Context: an optimization exercise on an open-source flow, tuned for small area and a short achievable clock period. The choices shown serve that exercise and are no tape-out recipe. The RTL was checked by simulation tests, not by an equivalence proof against the original design. Power and IR drop assume default switching activity.

// clock_divider
module clock_divider #(parameter BASE_SPEED = 50000000) (input logic clk, input logic[19:0] speed, input logic reset, output logic outClk);
For scale: roughly 750 cells after synthesis, ~31 flip-flops, roughly 23 I/O pins, about 0.0082 mm² of cells after synthesis.
Settings: LEC_CHECK=0, CAP_MARGIN=20, CORE_MARGIN=2, CORE_UTILIZATION=40, SLEW_MARGIN=20, SYNTH_HIERARCHICAL=1; clock period 140.0 ns.
run.sh (not shown) runs the stock make flow with config.mk's settings and CLKGATE_MAP_FILE= SYNTH_SCRIPT=/design/flow/synth_recipe.tcl, a recipe that flattens the netlist after the stock synthesis.
The starting point finished with timing, DRC and antenna clean.
Next try:
==> flow/flow/run.sh (new file) <==
#!/bin/bash
# The standard layout (standard.sh, the standard flow's own ORFS run, unchanged synthesis),
# with one change: the buffers that placement puts on every input and output
# port are sky130_fd_sc_hd__buf_2 cells instead of the cell buffer_ports picks
# by default (a slow clkdlybuf4s50_1 delay buffer).
set -euo pipefail
printf '\nexport BUFFER_PORTS_ARGS = -buffer_cell sky130_fd_sc_hd__buf_2\n' >> config.mk
bash standard.sh finish > flow_make.log 2>&1
==> flow/standard.sh (new file) <==
#!/bin/bash
# synth_recipe.tcl (not shown) runs the flow's synth.tcl, then flattens the netlist and writes it again
# the make line also repeats each setting of config.mk as NAME=value (left out here)
make -C /OpenROAD-flow-scripts/flow DESIGN_CONFIG=/design/flow/config.mk WORK_HOME=/design/flow/orfs CLKGATE_MAP_FILE= SYNTH_SCRIPT=/design/flow/synth_recipe.tcl "${@:-finish}"
--- a/flow/config.mk
+++ b/flow/config.mk
@@ -8,5 +8,9 @@
 export CAP_MARGIN = 20
 export CORE_MARGIN = 2
-export CORE_UTILIZATION = 40
+export CORE_UTILIZATION = 25
+export CTS_BUF_LIST = sky130_fd_sc_hd__clkbuf_2 sky130_fd_sc_hd__clkbuf_4
+export PLACE_DENSITY = 0.3
 export SLEW_MARGIN = 20
 export SYNTH_HIERARCHICAL = 1
+
+export BUFFER_PORTS_ARGS = -buffer_cell sky130_fd_sc_hd__buf_2
removed: flow/run.sh
The changed run went through all stages and came out clean.
Hold slack gets better by 0.0082 ns.
Via count is about the same.
Die area went up by well over a third.
Synthesized cell count does not change.
Total power went down by a few percent.
Wire length went up by a quarter to a third.
Design area went down slightly.
Worst setup slack gets better by 0.68 ns.
Global-route usage went down by 5.2 points.

========
Another version of the RTL of clock_divider (not shown whole).
For scale: ~720 cells after synthesis, ~31 flip-flops, roughly 23 I/O pins.
Design clock_divider, start of the top module:
module clock_divider #(parameter BASE_SPEED = 50000000) (input logic clk, input logic[19:0] speed, input logic reset, output logic outClk);
	logic [25:0] counter;
	logic rstTrigger;
	logic [3:0] shiftReg;
	wire [13:0] rc;
	wire [12:0] p1, p2, n1, n1n, px;
	assign rc[0] = 1'b0;
	for (genvar j = 0; j < 13; j++) begin : g_dig
		wire x, xn, yn;
		cd_xor2 u_x (.a(counter[2*j]), .b(rc[j]), .y(x));
		assign px[j] = x;
		cd_inv u_xn (.a(x), .y(xn));
		cd_xnor2 u_yn (.a(counter[2*j]), .b(counter[2*j+1]), .y(yn));
		cd_o21a u_t (.a1(counter[2*j]), .a2(rc[j]), .b1(counter[2*j+1]), .x(rc[j+1]));
		cd_nor2 u_p1 (.a(counter[2*j+1]), .b(xn), .y(p1[j]));
		cd_nor2 u_p2 (.a(x), .b(yn), .y(p2[j]));
		cd_and2 u_n1 (.a(counter[2*j+1]), .b(x), .y(n1[j]));
		assign n1n[j] = 1'b0;
	end
	wire topn = ~(rc[13] & speed[0]);
	wire [19:0] nspeed = ~speed;
	logic [19:0] speedOr;    
	always_comb begin
		speedOr[19] = speed[19];
		for (int k = 18; k >= 0; k--) speedOr[k] = speedOr[k+1] | speed[k];
	end
	logic big;
	always_comb begin
		big = 1'b0;
		for (int i = 7; i < 26; i++) big = big | (counter[i] & speedOr[26-i]);
	end
	wire [26:0] qsum;
	wire pp0_0_1;
	wire pq0_2;
	wire pp0_1_3;
	wire pp0_2_4;
	wire pp0_3_5;
	wire pp0_4_6;
	wire pp0_5_7;
	wire pp0_6_8;
	wire pp0_7_9;
	wire pp0_8_10;
	wire pp0_9_11;
	wire pp0_10_12;
	wire pp0_11_13;
	wire pp0_12_14;
	wire pp0_13_15;
	wire pp0_14_16;
	wire pp0_15_17;
	wire pp0_16_18;
	wire pp0_17_19;
	wire pp0_18_20;
	wire pp0_19_21;
	wire pp0_20_22;
	wire pp1_0_23;
	wire pq1_24;
	wire pp1_1_25;
	wire pp1_2_26;
	wire pp1_3_27;
	wire pp1_4_28;
	wire pp1_5_29;
	wire pp1_6_30;
	wire pp1_7_31;
	wire pp1_8_32;
	wire pp1_9_33;
	wire pp1_10_34;
	wire pp1_11_35;
	wire pp1_12_36;
	wire pp1_13_37;
	wire pp1_14_38;
	wire pp1_15_39;
	wire pp1_16_40;
	wire pp1_17_41;
	wire pp1_18_42;
	wire pp1_19_43;
	wire pp1_20_44;
	wire pp2_0_45;
	wire pq2_46;
	wire pp2_1_47;
	wire pp2_2_48;
	wire pp2_3_49;
	wire pp2_4_50;
	wire pp2_5_51;
	wire pp2_6_52;
	wire pp2_7_53;
	wire pp2_8_54;
	wire pp2_9_55;
	wire pp2_10_56;
	wire pp2_11_57;
	wire pp2_12_58;
	wire pp2_13_59;
	wire pp2_14_60;
	wire pp2_15_61;
	wire pp2_16_62;
	wire pp2_17_63;
	wire pp2_18_64;
	wire pp2_19_65;
	wire pp2_20_66;
	wire pp3_0_67;
	wire pq3_68;
	wire pp3_1_69;
	wire pp3_2_70;
  ...
clock: 140.0 ns
lec_check: 0
cap_margin: 20
core_margin: 2
core_utilization: 25
cts_buf_list: sky130_fd_sc_hd__clkbuf_4
place_density: 0.3
slew_margin: 20
synth_hierarchical: 1
buffer_ports_args: -buffer_cell sky130_fd_sc_hd__buf_2
standard.sh (not shown) runs the stock make flow with config.mk's settings and CLKGATE_MAP_FILE= SYNTH_SCRIPT=/design/flow/synth_recipe.tcl, a recipe that flattens the netlist after the stock synthesis.
==> flow/flow/run.sh <==
#!/bin/bash
# The standard layout (standard.sh, the standard flow's own ORFS run, unchanged synthesis),
# with one change: the buffers that placement puts on every input and output
# port are sky130_fd_sc_hd__buf_2 cells instead of the cell buffer_ports picks
# by default (a slow clkdlybuf4s50_1 delay buffer).
set -euo pipefail
printf '\nexport BUFFER_PORTS_ARGS = -buffer_cell sky130_fd_sc_hd__buf_2\n' >> config.mk
bash standard.sh finish > flow_make.log 2>&1
Rerun with:
CORE_UTILIZATION = 35   (was 25)
PLACE_DENSITY = 0.45   (was 0.3)
=> Critical path depth is higher by 1. Power decreases by 1.7%. Synthesized area does not change.

afterwards: timing with drivers on the ports:
In the flow no input, the clock included, has a driving cell. The finished layouts below were timed again as built, in two steps.
Step 1 (the two cells are an assumption about what drives the block):
set clk [get_ports {clk}]
set_driving_cell -lib_cell sky130_fd_sc_hd__clkbuf_16 $clk
set_driving_cell -lib_cell sky130_fd_sc_hd__buf_2 [delete_from_list [all_inputs] $clk]
Step 2 moves the port delays by t, midway between the first and last clock arrival at a register: inputs arrive t later, outputs are due t later. That takes back most of the time a late clock gives input paths.
Three values: ideal ports, drivers, drivers and shift; two values: the first two.
| run | shift t [ns] | setup WS [ns] | worst setup path at the end | slew at the worst register clock pin (ns) | cell pins on the clock port's net |
|---|---|---|---|---|---|
| the first run of note 1 | 0.301 | 74.728 / 74.704 / 74.704 | input to output | 0.05 / 0.05 | 1 |
| the second run of note 1 | 0.359 | 75.408 / 75.367 / 75.367 | input to output | 0.11 / 0.11 | 1 |
| the first run of note 2 | 0.352 | 76.927 / 76.890 / 76.890 | input to output | 0.09 / 0.09 | 1 |
| the second run of note 2 | 0.348 | 77.130 / 77.054 / 77.054 | input to output | 0.09 / 0.09 | 1 |
After both steps every run listed still meets setup and hold. For the second run of note 2, which loses most, drivers alone change the setup slack by -0.076 ns; drivers and shift together by -0.076 ns.
